This design comes from an exercise in tuning for small area on the open sky130 flow, not from production work.
Function was checked by simulation only, so behaviour that the tests miss may differ from the original.
Power and IR drop assume default switching activity.

<file path="flow/flow/run.sh">
#!/bin/bash
# The standard layout (standard.sh: standard synthesis and ORFS flow), with two changes:
#  - port buffers are the smallest buffer cell, sky130_fd_sc_hd__buf_1;
#  - clock tree synthesis inserts no dummy loads.
# make's full output goes to standard.log; ORFS writes each step's log under orfs/logs/.
set -euo pipefail
export BUFFER_PORTS_ARGS="-buffer_cell sky130_fd_sc_hd__buf_1"
export CTS_ARGS="-sink_clustering_enable -repair_clock_nets -dont_use_dummy_load -buf_list sky130_fd_sc_hd__clkbuf_8 -sink_clustering_size 16 -sink_clustering_max_diameter 50"
bash standard.sh finish > standard.log 2>&1
</file>
<file path="flow/standard.sh">
#!/bin/bash
# synth_recipe.tcl (not shown) runs the flow's synth.tcl, then flattens the netlist and writes it again
# the make line also repeats each setting of config.mk as NAME=value (left out here)
make -C /OpenROAD-flow-scripts/flow DESIGN_CONFIG=/design/flow/config.mk WORK_HOME=/design/flow/orfs CLKGATE_MAP_FILE= SYNTH_SCRIPT=/design/flow/synth_recipe.tcl "${@:-finish}"
</file>
<file path="flow/config.mk">
export PLATFORM = sky130hd
export DESIGN_NAME = gyn_datapath
export DESIGN_NICKNAME = gyn_datapath
export VERILOG_FILES = /design/flow/design.v
export SDC_FILE = /design/flow/constraint.sdc
export NUM_CORES = 4
export LEC_CHECK = 0
export CAP_MARGIN = 10
export CORE_MARGIN = 2
export CORE_UTILIZATION = 62
export CTS_BUF_LIST = sky130_fd_sc_hd__clkbuf_8
export CTS_CLUSTER_DIAMETER = 50
export CTS_CLUSTER_SIZE = 16
export GPL_ROUTABILITY_DRIVEN = 1
export PLACE_DENSITY = 0.7
export SLEW_MARGIN = 10
export SYNTH_HIERARCHICAL = 1
export SYNTH_MINIMUM_KEEP_SIZE = 0
</file>
<file path="flow/constraint.sdc">
create_clock -name core_clock -period 7.0 [get_ports {clk}]
set_input_delay 1.4000 -clock core_clock [delete_from_list [all_inputs] [get_ports {clk}]]
set_output_delay 1.4000 -clock core_clock [all_outputs]
set_load 0.01 [all_outputs]
</file>
<file path="flow/design.v">
`timescale 1ns / 1ps
module alu64(
    input  [63:0] A,
    input  [63:0] B,
    input  [5:0]  shamt,
    input         c_sub,     
    input         c_arith,   
    input         c_lg,      
    input         c_lp,      
    input         c_shr,
    input         c_seq,
    input         c_sne,
    input         c_slt,
    output [63:0] Z
);
    wire [63:0] bx = B ^ {64{c_sub}};
    wire [63:0] g0 = A & bx;
    wire [63:0] p0 = A ^ bx;
    reg [63:0] G, P;
    reg [64:0] c;
    integer i, l;
    always @(*) begin
        G = g0;
        P = p0;
        for (l = 1; l < 64; l = l * 2)
            for (i = 2*l-1; i < 64; i = i + 2*l) begin
                G[i] = G[i] | (P[i] & G[i-l]);
                P[i] = P[i] & P[i-l];
            end
        for (l = 16; l >= 1; l = l / 2)
            for (i = 3*l-1; i < 64; i = i + 2*l) begin
                G[i] = G[i] | (P[i] & G[i-l]);
                P[i] = P[i] & P[i-l];
            end
        c[0] = c_sub;
        for (i = 0; i < 64; i = i + 1)
            c[i+1] = G[i] | (P[i] & c_sub);
    end
    wire [63:0] sum = p0 ^ c[63:0];
    wire [63:0] lgc = ({64{c_lg}} & g0) | ({64{c_lp}} & p0);
    wire        eq  = ~|p0;
    wire [63:0] shr = A >> shamt;
    assign Z = (c_arith ? sum : lgc)
             | ({64{c_shr}} & shr)
             | {63'b0, (c_seq & eq) | (c_sne & ~eq) | (c_slt & ~c[64])};
endmodule
`timescale 1ns / 1ps
module controller(
    input            clk,
    input      [5:0] opcode,
    output reg       c_sub,     
    output reg       c_arith,   
    output reg       c_lg,      
    output reg       c_lp,      
    output reg       c_shr,
    output reg       c_seq,
    output reg       c_sne,
    output reg       c_slt,
    output reg       alusrc,
    output reg       memtoreg,
    output reg       memWrite,
    output reg       regWrite,
    output reg       branch,
    output reg       jump,
    output reg       jal,
    output           is_jal     
);
    reg sub, arith, an, o, x, shr, seq, sne, slt, src, m2r, memw, regw, br, j, jl;
    assign is_jal = (opcode == 6'b11_1011);
    always @(*) begin
        sub = 1'b0; arith = 1'b1; an = 1'b0; o = 1'b0; x = 1'b0; shr = 1'b0;
        seq = 1'b0; sne = 1'b0; slt = 1'b0; src = 1'b0; m2r = 1'b0; memw = 1'b0;
        regw = 1'b0; br = 1'b0; j = 1'b0; jl = 1'b0;
        case (opcode)
            6'b00_0000: regw = 1'b1;                                   
            6'b00_0011: begin src = 1'b1; memw = 1'b1; end             
            6'b00_0110: begin src = 1'b1; regw = 1'b1; m2r = 1'b1; end  
            6'b00_1000: j = 1'b1;                                      
            6'b00_1001: br = 1'b1;                                     
            6'b00_1110: regw = 1'b1;                                   
            6'b00_1111: begin src = 1'b1; regw = 1'b1; end             
            6'b01_0001: begin sub = 1'b1; regw = 1'b1; end             
            6'b01_0010: begin sub = 1'b1; src = 1'b1; regw = 1'b1; end  
            6'b01_0011: begin arith = 1'b0; an = 1'b1; regw = 1'b1; end              
            6'b01_0100: begin arith = 1'b0; o = 1'b1; regw = 1'b1; end               
            6'b01_0101: begin arith = 1'b0; x = 1'b1; regw = 1'b1; end               
            6'b01_1000: begin arith = 1'b0; shr = 1'b1; regw = 1'b1; end             
            6'b01_1001: begin arith = 1'b0; an = 1'b1; src = 1'b1; regw = 1'b1; end  
            6'b01_1010: begin arith = 1'b0; o = 1'b1; src = 1'b1; regw = 1'b1; end   
            6'b01_1011: begin arith = 1'b0; x = 1'b1; src = 1'b1; regw = 1'b1; end   
            6'b01_1101: begin arith = 1'b0; sub = 1'b1; slt = 1'b1; regw = 1'b1; end  
            6'b10_0001: begin arith = 1'b0; seq = 1'b1; regw = 1'b1; end             
            6'b10_0010: begin arith = 1'b0; sne = 1'b1; regw = 1'b1; end             
            6'b11_1011: begin j = 1'b1; jl = 1'b1; regw = 1'b1; end    
            default: ;
        endcase
    end
    always @(posedge clk) begin
        c_sub <= sub; c_arith <= arith; c_lg <= an | o; c_lp <= o | x;
        c_shr <= shr; c_seq <= seq; c_sne <= sne; c_slt <= slt;
        alusrc <= src; memtoreg <= m2r; memWrite <= memw; regWrite <= regw;
        branch <= br; jump <= j; jal <= jl;
    end
endmodule
`timescale 1ns / 1ps
module gyn_regfile8(
    input         CLK,
    input         reset,
    input         wena,       
    input  [1:0]  wthread,
    input  [2:0]  waddr,
    input  [71:0] wdata,
    input  [3:0]  rthread,    
    input  [7:1]  r0sel,      
    input  [7:1]  r1sel,
    output [71:0] r0data,
    output [71:0] r1data
);
    reg [72*28-1:0] R;        
    reg [27:0] valid;
    genvar t, r;
    generate
        for (t = 0; t < 4; t = t + 1) begin : g_t
            for (r = 1; r < 8; r = r + 1) begin : g_r
                wire we = wena && (wthread == t) && (waddr == r);
                always @(posedge CLK) begin
                    if (we) R[72*(t*7+r-1) +: 72] <= wdata;
                    if (reset) valid[t*7+r-1] <= 1'b0;
                    else if (we) valid[t*7+r-1] <= 1'b1;
                end
            end
        end
    endgenerate
    wire [72*8-1:0] T;        
    assign T[71:0] = 72'b0;
    generate
        for (r = 1; r < 8; r = r + 1) begin : g_sel
            gyn_sel4 tsel(
                .s({rthread[3] & valid[3*7+r-1], rthread[2] & valid[2*7+r-1],
                    rthread[1] & valid[1*7+r-1], rthread[0] & valid[0*7+r-1]}),
                .d({R[72*(3*7+r-1) +: 72], R[72*(2*7+r-1) +: 72], R[72*(1*7+r-1) +: 72], R[72*(0*7+r-1) +: 72]}),
                .y(T[72*r +: 72]));
        end
    endgenerate
    gyn_sel7 psel0(.s(r0sel), .d(T[72*8-1:72]), .y(r0data));
    gyn_sel7 psel1(.s(r1sel), .d(T[72*8-1:72]), .y(r1data));
endmodule
module gyn_sel4(
    input  [3:0]      s,
    input  [4*72-1:0] d,
    output [71:0]     y
);
    wire [71:0] n0, n1;
    gyn_aoi3 g0(.s(s[2:0]), .d(d[0 +: 3*72]), .y(n0));
    gyn_nand2w g1(.a({72{s[3]}}), .b(d[216 +: 72]), .y(n1));
    gyn_nand2w g2(.a(n0), .b(n1), .y(y));
endmodule
module gyn_sel7(
    input  [6:0]      s,
    input  [7*72-1:0] d,
    output [71:0]     y
);
    wire [71:0] n0, n1, n2;
    gyn_aoi3 g0(.s(s[2:0]), .d(d[0 +: 3*72]), .y(n0));
    gyn_aoi3 g1(.s(s[5:3]), .d(d[3*72 +: 3*72]), .y(n1));
    gyn_nand2w g2(.a({72{s[6]}}), .b(d[432 +: 72]), .y(n2));
    gyn_nand3w g3(.a(n0), .b(n1), .c(n2), .y(y));
endmodule
module gyn_aoi3(
    input  [2:0]      s,
    input  [3*72-1:0] d,
    output [71:0]     y
);
    assign y = ~(({72{s[0]}} & d[0 +: 72]) | ({72{s[1]}} & d[72 +: 72])
               | ({72{s[2]}} & d[144 +: 72]));
endmodule
module gyn_nand2w(
    input  [71:0] a,
    input  [71:0] b,
    output [71:0] y
);
    assign y = ~(a & b);
endmodule
module gyn_nand3w(
    input  [71:0] a,
    input  [71:0] b,
    input  [71:0] c,
    output [71:0] y
);
    assign y = ~(a & b & c);
endmodule
`timescale 1ns / 1ps
module gyn_datapath(
	input clk,
	input reset,
	input [1:0] thread_num,
	input [8:0] instrMem_addr,
	input [31:0] instrMemOut,
	input [71:0] dMemOut,
	output [7:0] dMemAddr,
	output [71:0] dMemIn,
	output dMem_wena,
	output PCsel,
	output [8:0]  jump_address,
	output regfile_wena,
	output [1:0] regfile_wthread,
	output [3:0] regfile_waddr,
	output [71:0] regfile_wdata
);
	reg [1:0] thr1;
	reg [8:0] link1;
	always @(posedge clk) begin
		if (reset) begin
			thr1 <= 2'd0;
			link1 <= 9'd0;
		end else begin
			thr1 <= thread_num;
			link1 <= instrMem_addr;
		end
	end
	wire c_sub, c_arith, c_lg, c_lp, c_shr, c_seq, c_sne, c_slt;
	wire alusrc2, memtoreg2, memWrite2, regWrite2, branch2, jump2, jal2;
	wire is_jal1;
	controller ctrller(
		.clk(clk), .opcode(instrMemOut[31:26]),
		.c_sub(c_sub), .c_arith(c_arith), .c_lg(c_lg), .c_lp(c_lp),
		.c_shr(c_shr), .c_seq(c_seq), .c_sne(c_sne), .c_slt(c_slt),
		.alusrc(alusrc2), .memtoreg(memtoreg2), .memWrite(memWrite2),
		.regWrite(regWrite2), .branch(branch2), .jump(jump2), .jal(jal2),
		.is_jal(is_jal1)
	);
	reg [3:0]  ts2;       
	reg [3:0]  dest2;
	reg [13:0] imm2;      
	reg [7:1]  pa2, pb2;  
	wire [15:0] ra_dec = 16'd1 << instrMemOut[21:18];
	wire [15:0] rb_dec = 16'd1 << instrMemOut[17:14];
	always @(posedge clk) begin
		ts2 <= 4'd1 << thr1;
		pa2 <= ra_dec[7:1];
		pb2 <= rb_dec[7:1];
		if (reset) begin
			dest2 <= 4'd0;
			imm2 <= 14'd0;
		end else begin
			dest2 <= instrMemOut[25:22];
			imm2 <= is_jal1 ? {5'd0, link1} : instrMemOut[13:0];
		end
	end
	reg        we5;
	reg [1:0]  thr5;
	reg [2:0]  addr5;
	reg [71:0] data5;
	wire [71:0] ra_data, rb_data;
	gyn_regfile8 registerFile(
		.CLK(clk), .reset(reset),
		.wena(we5), .wthread(thr5), .waddr(addr5), .wdata(data5),
		.rthread(ts2), .r0sel(pa2), .r1sel(pb2),
		.r0data(ra_data), .r1data(rb_data)
	);
	wire [63:0] aluB = alusrc2 ? {{50{imm2[13]}}, imm2} : rb_data[63:0];
	wire [63:0] aluOut;
	alu64 alu(
		.A(ra_data[63:0]), .B(aluB), .shamt(imm2[13:8]),
		.c_sub(c_sub), .c_arith(c_arith), .c_lg(c_lg), .c_lp(c_lp),
		.c_shr(c_shr), .c_seq(c_seq), .c_sne(c_sne), .c_slt(c_slt),
		.Z(aluOut)
	);
	wire [8:0] link_p1 = imm2[8:0] + 9'd1;
	wire jal_m = jal2 & ~reset;
	reg [63:0] Z3;
	reg [71:0] rb3;
	reg [8:0]  ja3;
	reg [7:0]  ctrlA3;    
	reg [1:0]  thr3;
	reg [3:0]  dest3;
	reg memWrite3, regWrite3, memtoreg3, branch3, jump3, jal3;
	always @(posedge clk) begin
		Z3 <= {aluOut[63:9], jal_m ? link_p1[8] : aluOut[8], aluOut[7:0]};
		rb3 <= rb_data;
		ja3 <= ra_data[8:0];
		ctrlA3 <= jal_m ? link_p1[7:0] : ra_data[71:64];
		dest3 <= dest2;
		if (reset) begin
			thr3 <= 2'd0;
			memWrite3 <= 1'b0;
			regWrite3 <= 1'b0;
			memtoreg3 <= 1'b0;
			branch3 <= 1'b0;
			jump3 <= 1'b0;
			jal3 <= 1'b0;
		end else begin
			thr3 <= {ts2[3] | ts2[2], ts2[3] | ts2[1]};
			memWrite3 <= memWrite2;
			regWrite3 <= regWrite2;
			memtoreg3 <= memtoreg2;
			branch3 <= branch2;
			jump3 <= jump2;
			jal3 <= jal2;
		end
	end
	assign dMemAddr = Z3[7:0];
	assign dMemIn = rb3;
	assign dMem_wena = memWrite3;
	assign PCsel = (branch3 & rb3[0]) | jump3;
	assign jump_address = ja3;
	reg [63:0] alu4;
	reg [7:0]  ctrl4;
	reg [1:0]  thr4;
	reg [3:0]  dest4;
	reg regWrite4, memtoreg4;
	wire kill = reset | jal3;
	always @(posedge clk) begin
		thr4 <= thr3;
		regWrite4 <= regWrite3;
		memtoreg4 <= memtoreg3;
		alu4[63:9] <= kill ? 55'd0 : Z3[63:9];
		alu4[8] <= reset ? 1'b0 : Z3[8];
		alu4[7:0] <= reset ? 8'd0 : (jal3 ? ctrlA3 : Z3[7:0]);
		ctrl4 <= kill ? 8'd0 : ctrlA3;
		dest4 <= reset ? 4'd0 : dest3;
	end
	assign regfile_wena = regWrite4;
	assign regfile_wthread = thr4;
	assign regfile_waddr = dest4;
	assign regfile_wdata = memtoreg4 ? dMemOut : {ctrl4, alu4};
	always @(posedge clk) begin
		we5 <= ~reset & regWrite4 & ~dest4[3] & (dest4[2:0] != 3'd0);
		thr5 <= thr4;
		addr5 <= dest4[2:0];
		data5 <= regfile_wdata;
	end
endmodule
</file>
==> flow_summary_export.csv, run 1 <==
group,metric,value,unit
critical_path,worstPathArrival,7510,ps
clock_tree,clock_tree.buffer_depth,3,
synth,yosys_warnings,10,
hold_path,min-delay-start,"memtoreg3",
routing,routedWlPerCell,37.4,um
grt,maximum_number_of_pins_on_one_net_before_global_route_repair,64,
synth,yosysUniqueCellTypes,93,
sta,final-setup-viol-count,0,
routing,post_drt_via_cell_ratio,7.40,
critical_path,crit_path_max_incr_delay,850,ps
place,portBuffers,286,
synth,synth_edf_count,2016,
clock_tree,cts_sinks,2429,
synth,post_synth_instance_area,0.0967,mm^2
sta,rsz0062_at_grt,"no",
hold_path,hold-path-cell-count,0,
die,die-height,399,um
critical_path,start_kind,"flip-flop",
synth,postSynthAreaPerCell,14.5,um^2
place,post_dp_cell_area,0.0995,mm^2
sta,whs,311,ps
grt,grt_usage,41.5,%
critical_path,crit_buf_inv,3,
final_layout,fill_cells,11100,
grt,first_global_vias,62400,
sta,post-route-period-util,96.4,%
sta,clock.fmax,148,MHz
clock_tree,cts.clk_slew.worst_paths,90,ps
synth,synth.ff_latch_count,2429,
sta,relSlewSlack,6.21,%
critical_path,worst_r2r_path_depth,18,
die,floorplan.core_area,0.155,mm^2
routing,postRouteWirelength,336000,um
power_and_ir_drop,powerDensity,225,mW/mm^2
critical_path,cp_top_delay_family,"simple AND/OR/NAND/NOR gates",
routing,drt_iter0_drc,15300,
place,detailed_place_hpwl,214000,um
sta,finalHoldViolCount,0,
final_layout,fin_nets,7126,
critical_path,worst-endpoint-required,7760,ps
sta,layout_min_cycle_time,6750,ps
hold_path,min-delay-path-class,"flip-flop to flip-flop",
clock_tree,post_cts_resized,0,
grt,grt_antenna_before_repair,14,
sta,fin_tns_setup,0,ps
final_layout,post_route_cells_drive_above_1_share,9.07,%
power_and_ir_drop,vdd.ir_drop.worst,0.000224,V
clock_tree,clockRootBuffer,"clkbuf_8",
critical_path,critical_setup_path_class,"flip-flop to flip-flop",
power_and_ir_drop,cellLeakagePower,36.8,nW
critical_path,r2r_setup_slack,250,ps
hold_path,whs_endpoint,"memtoreg4",
critical_path,critical_register_to_register_path_endpoint,"Z3[0]",
die,die-area,0.159,mm^2
clock_tree,clk-insertion-delay-late,1010,ps
routing,remaining_drc_errors,0,
die,io_pins,287,
critical_path,timing.critical_path.to_type,"flip-flop",
sta,final.setup_skew,123,ps
die,die_width,399,um
sta,timing_max_transition_violations_final,0,
critical_path,worstSetupPathDepth,18,
critical_path,path_cells,"and2_4 > buf_4 > buf_4 > a222oi_1 > nand2_1 > a222oi_1 > nand3_1 > inv_1 > o21ai_0 > xor2_1 > ha_1 > nor4_1 > nand4_1 > nor4_2 > mux2i_1 > o2111ai_1 > a21oi_1 > o21ai_0",
critical_path,regToRegStartpoint,"ts2[2]",
final_layout,syn_to_final_growth,5.62,%
synth,postSynth.asyncResetShare,0,%
synth,yosysSeqAreaShare,71.1,%
critical_path,timing.critical_path.fanout_max,41,
job,drv_cap,0,
critical_path,critical-path-slowest-cell,"nor4_2",
clock_tree,cts_max_level,4,
die,start_util,62.6,%
routing,via_count,66500,
die,std_cell_rows,144,
grt,grt_first_pass_wirelength,461000,um
routing,drt_first_pass_iters,13,
outcome,run_status,"complete, no violations",
synth,synthesis.nets,6864,
grt,globalRouteOverflowTotal,0,
clock_tree,post_cts_repair_setup_buffers,0,
final_layout,postLayoutCellArea,0.102,mm^2
place,place_congestion,1.06,
synth,netlist_instances,6674,
synth,ys.flop_type,"edfxtp_1",
routing,antenna_violating_nets_post_route,0,
sta,worst_pin_slew,1390,ps
clock_tree,cts_hold_buffers,0,
clock_tree,tritoncts,"built",
clock_tree,cts_inserted_buffers,192,
stage by stage:
step	cells	power, mW	util [%]	setup slack [ps]
2_1_floorplan	6674	16.3	-	2020
3_3_place_gp	8785	16.6	64.4	370
3_5_place_dp	8785	16.6	64.4	744
4_1_cts	8977	23.0	66.1	598
5_1_grt	8982	23.5	66.1	415
6_report	8985	23.0	66.1	251
where the power goes:
group | switching, mW | internal, mW | total [mW]
Sequential | 0.220 | 15.6 | 15.8
Clock | 4.24 | 2.44 | 6.67
Combinational | 0.351 | 0.170 | 0.522
Total | 4.81 | 18.2 | 23.0
area by class of cell:
cell class / count / area, um^2 / share of cell area (%)
timing repair buffer: 487 / 2950 / 2.88
antenna: 7 / 17.5 / 0.0171
inverter: 109 / 409 / 0.400
sequential: 2429 / 68900 / 67.4
tap: 2044 / 2560 / 2.50
multi-input combinational: 3717 / 24700 / 24.2
clock buffer: 192 / 2640 / 2.59
worst max-delay path by stage:
stage                     slack (ps)  endpoint   start
after floorplan                 2020    Z3[63]  ts2[3]
after global placement           370     Z3[0]  ts2[0]
after detailed placement         740     Z3[0]  ts2[2]
after CTS                        600     Z3[0]  ts2[2]
after global routing             420    Z3[42]  ts2[0]
final                            250     Z3[0]  ts2[2]
layer usage:
| metal | wire length [um] | global-route usage [%] |
|---|---|---|
| met1 | 119000 | 57.2 |
| met2 | 144000 | 60.3 |
| met3 | 50500 | 11.3 |
| met4 | 22700 | 23.3 |
| met5 | 118 | 0 |
logic make-up after synthesis:
kind of cell               share of synthesized area, %
DFF                                                71.1
AOI/OAI and AO/OA                                  11.6
xor gates and xnor gates                          0.770
adders and majority gates                         0.944
and+or+nand+nor                                    8.69
buffers and inverters                              3.63
muxes                                              3.26
Yosys cell counts, drive strengths merged (14+ instances only):
cell type	count	area, um^2
edfxtp	2016	60500
nand2	1402	5260
a222oi	809	8100
dfxtp	413	8270
buf	334	2790
mux2i	194	1940
nand3	160	806
o21ai	150	754
nor2	133	509
a21oi	115	579
inv	108	405
and2	104	651
mux2	104	1170
clkbuf	85	320
ha	73	913
xor2	68	596
o22ai	45	350
nor2b	35	219
nor3	24	120
nor4	21	131
nand4	20	131
nand2b	19	119
a22oi	18	149
a21o	17	128
xnor2	17	149
o21bai	15	113
a221oi	14	141
a31oi	14	87.6
per-module statistics from Yosys (local to each module, per instance), excerpt:
module | cells | area (um^2)
gyn_nand3w | 72 | 360
gyn_datapath | 802 | 10200
controller | 84 | 772
gyn_nand2w | 72 | 270
alu64 | 1247 | 8330
gyn_aoi3 | 96 | 941
gyn_regfile8 | 2189 | 62000
flip-flops by register name (all words and copies together), names as in the netlist, 3 cells and up:
| signal | cells |
|---|---|
| imm2 | 14 |
| ts2 | 4 |
| rb3 | 72 |
| addr5 | 3 |
| ja3 | 9 |
| pb2 | 7 |
| dest2 | 4 |
| ctrl4 | 8 |
| Z3 | 64 |
| ctrlA3 | 8 |
| registerFile.valid | 28 |
| data5 | 72 |
| link1 | 9 |
| dest4 | 4 |
| pa2 | 7 |
| registerFile.R | 2016 |
| dest3 | 4 |
| alu4 | 64 |
worst register-to-register path: stages, from the launching register on:
cell and delay [ps]:
dfxtp_1 540, and2_4 790, buf_4 370, buf_4 400
a222oi_1 140, nand2_1 120, a222oi_1 80, nand3_1 270
inv_1 90, o21ai_0 200, xor2_1 180, ha_1 330
nor4_1 800, nand4_1 460, nor4_2 850, mux2i_1 480
o2111ai_1 170, a21oi_1 160, o21ai_0 110
placed cells by master, fill, tap and decap left out, types with 20 or more instances in the layout:
| cell | n |
|---|---|
| edfxtp_1 | 2016 |
| nand2_1 | 1401 |
| a222oi_1 | 809 |
| dfxtp_1 | 391 |
| buf_1 | 285 |
| mux2i_1 | 194 |
| clkbuf_8 | 192 |
| buf_4 | 172 |
| nand3_1 | 159 |
| o21ai_0 | 138 |
| a21oi_1 | 114 |
| inv_1 | 105 |
| mux2_2 | 104 |
| nor2_1 | 103 |
| and2_1 | 76 |
| ha_1 | 73 |
| xor2_1 | 68 |
| o22ai_1 | 34 |
| nor2b_1 | 33 |
| nor2_4 | 29 |
| buf_12 | 29 |
| and2_4 | 28 |
| nor3_1 | 24 |
| nor4_1 | 20 |
==> run 2, diff against run 1 <==
--- a/flow/config.mk
+++ b/flow/config.mk
@@ -7,12 +7,13 @@
 export LEC_CHECK = 0
 export CAP_MARGIN = 10
 export CORE_MARGIN = 2
-export CORE_UTILIZATION = 62
+export CORE_UTILIZATION = 66
 export CTS_BUF_LIST = sky130_fd_sc_hd__clkbuf_8
 export CTS_CLUSTER_DIAMETER = 50
 export CTS_CLUSTER_SIZE = 16
 export GPL_ROUTABILITY_DRIVEN = 1
-export PLACE_DENSITY = 0.7
+export PLACE_DENSITY = 0.74
+export SETUP_SLACK_MARGIN = 0.3
 export SLEW_MARGIN = 10
 export SYNTH_HIERARCHICAL = 1
 export SYNTH_MINIMUM_KEEP_SIZE = 0
==> flow_summary_export.csv, run 2 <==
group,metric,value,unit
routing,antenna_violating_nets_post_route,0,
synth,synth_edf_count,2016,
clock_tree,tritoncts,"built",
critical_path,start_kind,"flip-flop",
critical_path,critical-path-slowest-cell,"nor4_2",
clock_tree,clockRootBuffer,"clkbuf_8",
power_and_ir_drop,cellLeakagePower,36.8,nW
sta,rsz0062_at_grt,"no",
sta,post-route-period-util,94.8,%
synth,synthesis.nets,6864,
grt,maximum_number_of_pins_on_one_net_before_global_route_repair,66,
sta,relSlewSlack,10.1,%
final_layout,leading_cell_types_in_the_layout_fill_and_taps_excluded,"edfxtp_1 (2016), nand2_1 (1401), a222oi_1 (809)",
critical_path,path_cells,"and2_4 > buf_4 > buf_4 > a222oi_1 > nand2_1 > a222oi_1 > nand3_1 > inv_1 > o21ai_0 > xor2_1 > ha_1 > nor4_1 > nand4_1 > nor4_2 > mux2i_1 > o2111ai_1 > a21oi_1 > o21ai_0",
outcome,run_status,"complete, no violations",
clock_tree,post_cts_repair_setup_buffers,0,
clock_tree,cts_sinks,2429,
grt,first_global_vias,63100,
die,die-area,0.150,mm^2
synth,yosys_warnings,10,
sta,worst_pin_slew,1350,ps
final_layout,register_containing_the_most_flip_flops_in_the_final_layout,"registerFile.R",
grt,grt_antenna_before_repair,14,
clock_tree,cts_max_level,4,
clock_tree,clock_tree.buffer_depth,3,
die,std_cell_rows,140,
critical_path,regToRegStartpoint,"ts2[1]",
die,floorplan.core_area,0.146,mm^2
grt,globalRouteOverflowTotal,0,
critical_path,worst-endpoint-required,7810,ps
critical_path,crit_path_max_incr_delay,830,ps
final_layout,fill_cells,9750,
synth,postSynthAreaPerCell,14.5,um^2
synth,top_post_synthesis_cells_by_area,"edfxtp_1 (63%), dfxtp_1 (8.5%), a222oi_1 (8.4%)",
final_layout,post_route_cells_drive_above_1_share,9.21,%
synth,ys.flop_type,"edfxtp_1",
sta,clock.fmax,151,MHz
synth,yosysUniqueCellTypes,93,
sta,timing_max_transition_violations_final,0,
final_layout,largest_reg_flops,2016,
critical_path,worstPathArrival,7440,ps
routing,via_count,66700,
clock_tree,cts_inserted_buffers,189,
grt,grt_first_pass_wirelength,458000,um
routing,drt_first_pass_iters,15,
critical_path,r2r_setup_slack,360,ps
critical_path,cp-startpoint,"ts2[1]",
sta,fin_tns_setup,0,ps
grt,grt_usage,43.3,%
critical_path,critPathCapture,"Z3[0]",
critical_path,critical_register_to_register_path_endpoint,"Z3[0]",
final_layout,multi_input_area,0.0247,mm^2
synth,synth.top_cell.area_share,62.6,%
synth,yosysSeqAreaShare,71.1,%
sta,finalHoldViolCount,0,
die,die-height,387,um
sta,layout_min_cycle_time,6640,ps
synth,synth.ff_latch_count,2429,
power_and_ir_drop,vdd.ir_drop.worst,0.000189,V
routing,drt_iter0_drc,15600,
die,io_pins,287,
hold_path,min-delay-start,"dest2[0]",
final_layout,syn_to_final_growth,5.34,%
routing,post_drt_via_cell_ratio,7.52,
die,start_util,66.5,%
synth,netlist_instances,6674,
routing,remaining_drc_errors,0,
final_layout,layout_commonest_cell,"edfxtp_1",
synth,synthTopCellsByCount,"edfxtp_1 (2016), nand2_1 (1402), a222oi_1 (809), dfxtp_1 (413), mux2i_1 (194)",
power_and_ir_drop,powerDensity,225,mW/mm^2
critical_path,critical_setup_path_class,"flip-flop to flip-flop",
critical_path,timing.critical_path.fanout_max,34,
synth,postSynth.asyncResetShare,0,%
synth,synthMostInstantiatedCell,"edfxtp_1",
synth,post_synth_instance_area,0.0967,mm^2
critical_path,timing.critical_path.to_type,"flip-flop",
clock_tree,clk-insertion-delay-late,990,ps
job,drv_cap,0,
die,die_width,387,um
routing,postRouteWirelength,331000,um
sta,final.setup_skew,112,ps
routing,routedWlPerCell,37.4,um
synth,yosysTopAreaCell,"edfxtp_1",
clock_tree,cts.clk_slew.worst_paths,90,ps
final_layout,seq_area,0.0689,mm^2
critical_path,worst_r2r_path_depth,18,
final_layout,fin_nets,7133,
place,place_congestion,1.05,
hold_path,min-delay-path-class,"flip-flop to flip-flop",
final_layout,reg.largest.list,"registerFile.R (2016), data5 (72), rb3 (72)",
sta,whs,335,ps
sta,final-setup-viol-count,0,
place,portBuffers,286,
place,detailed_place_hpwl,209000,um
run 2: cell counts after synthesis:
No cell type changed its count.
run 2: kinds of logic after synthesis:
logic type / Yosys count / share of synthesized area (%)
fa+ha+maj: 73 / 0.944
mux: 300 / 3.26
xor+xnor: 85 / 0.770
buf+inv: 528 / 3.63
flops: 2429 / 71.1
simple gates: 1973 / 8.69
compound gates: 1286 / 11.6
run 2: layer usage:
metal	part of all wire, %	global-route usage [%]
met1	34	58.1
met2	43	63.4
met3	16	13.6
met4	6.8	23.9
met5	0.031	0
run 2: per-module statistics from Yosys (local to each module, per instance), excerpt:
module,flops+latches,cells inside,cell area [um^2],times used
controller,15,84,772,1
gyn_nand3w,0,72,360,2
gyn_datapath,370,802,10200,1
gyn_regfile8,2044,2189,62000,1
gyn_nand2w,0,72,270,16
alu64,0,1247,8330,1
gyn_aoi3,0,96,941,11
run 2: report_power, final:
| group | switching [mW] | internal [mW] | leakage, nW |
|---|---|---|---|
| Combinational | 0.360 | 0.172 | 12.4 |
| Clock | 4.21 | 2.40 | 1.36 |
| Sequential | 0.218 | 15.6 | 23.0 |
run 2: layout make-up:
type | count | share of cell area, %
Timing Repair Buffer | 497 | 2.81
Clock buffer | 189 | 2.55
Antenna cell | 10 | 0.0246
Inverter | 109 | 0.402
Tap cell | 1917 | 2.35
Sequential cell | 2429 | 67.6
Multi-Input combinational cell | 3717 | 24.3
run 2: critical path: cells and delay by family, from the launching register on:
| family | cells | cell delay, ps |
|---|---|---|
| compound gates | 6 | 900 |
| mux | 1 | 450 |
| simple gates | 6 | 3050 |
| flops | 1 | 510 |
| xor+xnor | 1 | 200 |
| fa+ha+maj | 1 | 340 |
| buf+inv | 3 | 930 |
run 2: how the worst min path moves through the flow:
stage	to	slack, ps	cells past startpoint
3_3_place_gp	dest3[3]	310	0
4_1_cts	dest3[0]	330	0
5_1_grt	memtoreg4	340	0
3_5_place_dp	dest3[0]	310	0
6_report	dest3[0]	330	0
2_1_floorplan	dest3[0]	310	0
run 2: per-stage QoR:
step	util (%)	total power [mW]	cell area [um^2]	cells	worst slack, ps
3_3_place_gp	68.2	16.6	99300	8669	414
2_1_floorplan	-	16.3	96700	6674	2020
3_5_place_dp	68.2	16.6	99300	8669	434
4_1_cts	70.0	22.9	102000	8858	365
5_1_grt	70.0	23.4	102000	8860	334
6_report	70.0	23.0	102000	8868	365
run 2: what timing repair did:
action | in CTS | in global routing
hold buffers | 0 | 0
gates resized for setup | 0 | 2
endpoints found under the setup margin | 0 | 6

[afterwards: timing with drivers on the ports]
Ports are ideal in the flow. The routed layouts listed here were re-timed in OpenROAD.
Step 1, drivers: a clkbuf_16 drives clk and a buf_2 each remaining input, both assumed.
Step 2 adds t to the input delays and takes it off the output delays; t is the mean of the earliest and latest rising clock arrival at the registers after step 1. Input paths then give back, and output paths get back, about the clock's delay inside the block.
Three values: no drivers, after step 1, after step 2; two values: the first two.
run | shift t [ns] | setup slack, ns | worst hold slack (ns) | worst register clock-pin slew, ns | worst slew at a driven data input, ns
run 1 | 1.035 | 0.251 / 0.251 / 0.251 | 0.311 / 0.311 / 0.311 | 0.11 / 0.11 | 0.10
run 2 | 1.020 | 0.365 / 0.365 / 0.365 | 0.335 / 0.335 / 0.335 | 0.11 / 0.11 | 0.10
After both steps setup and hold are still met in every run listed.
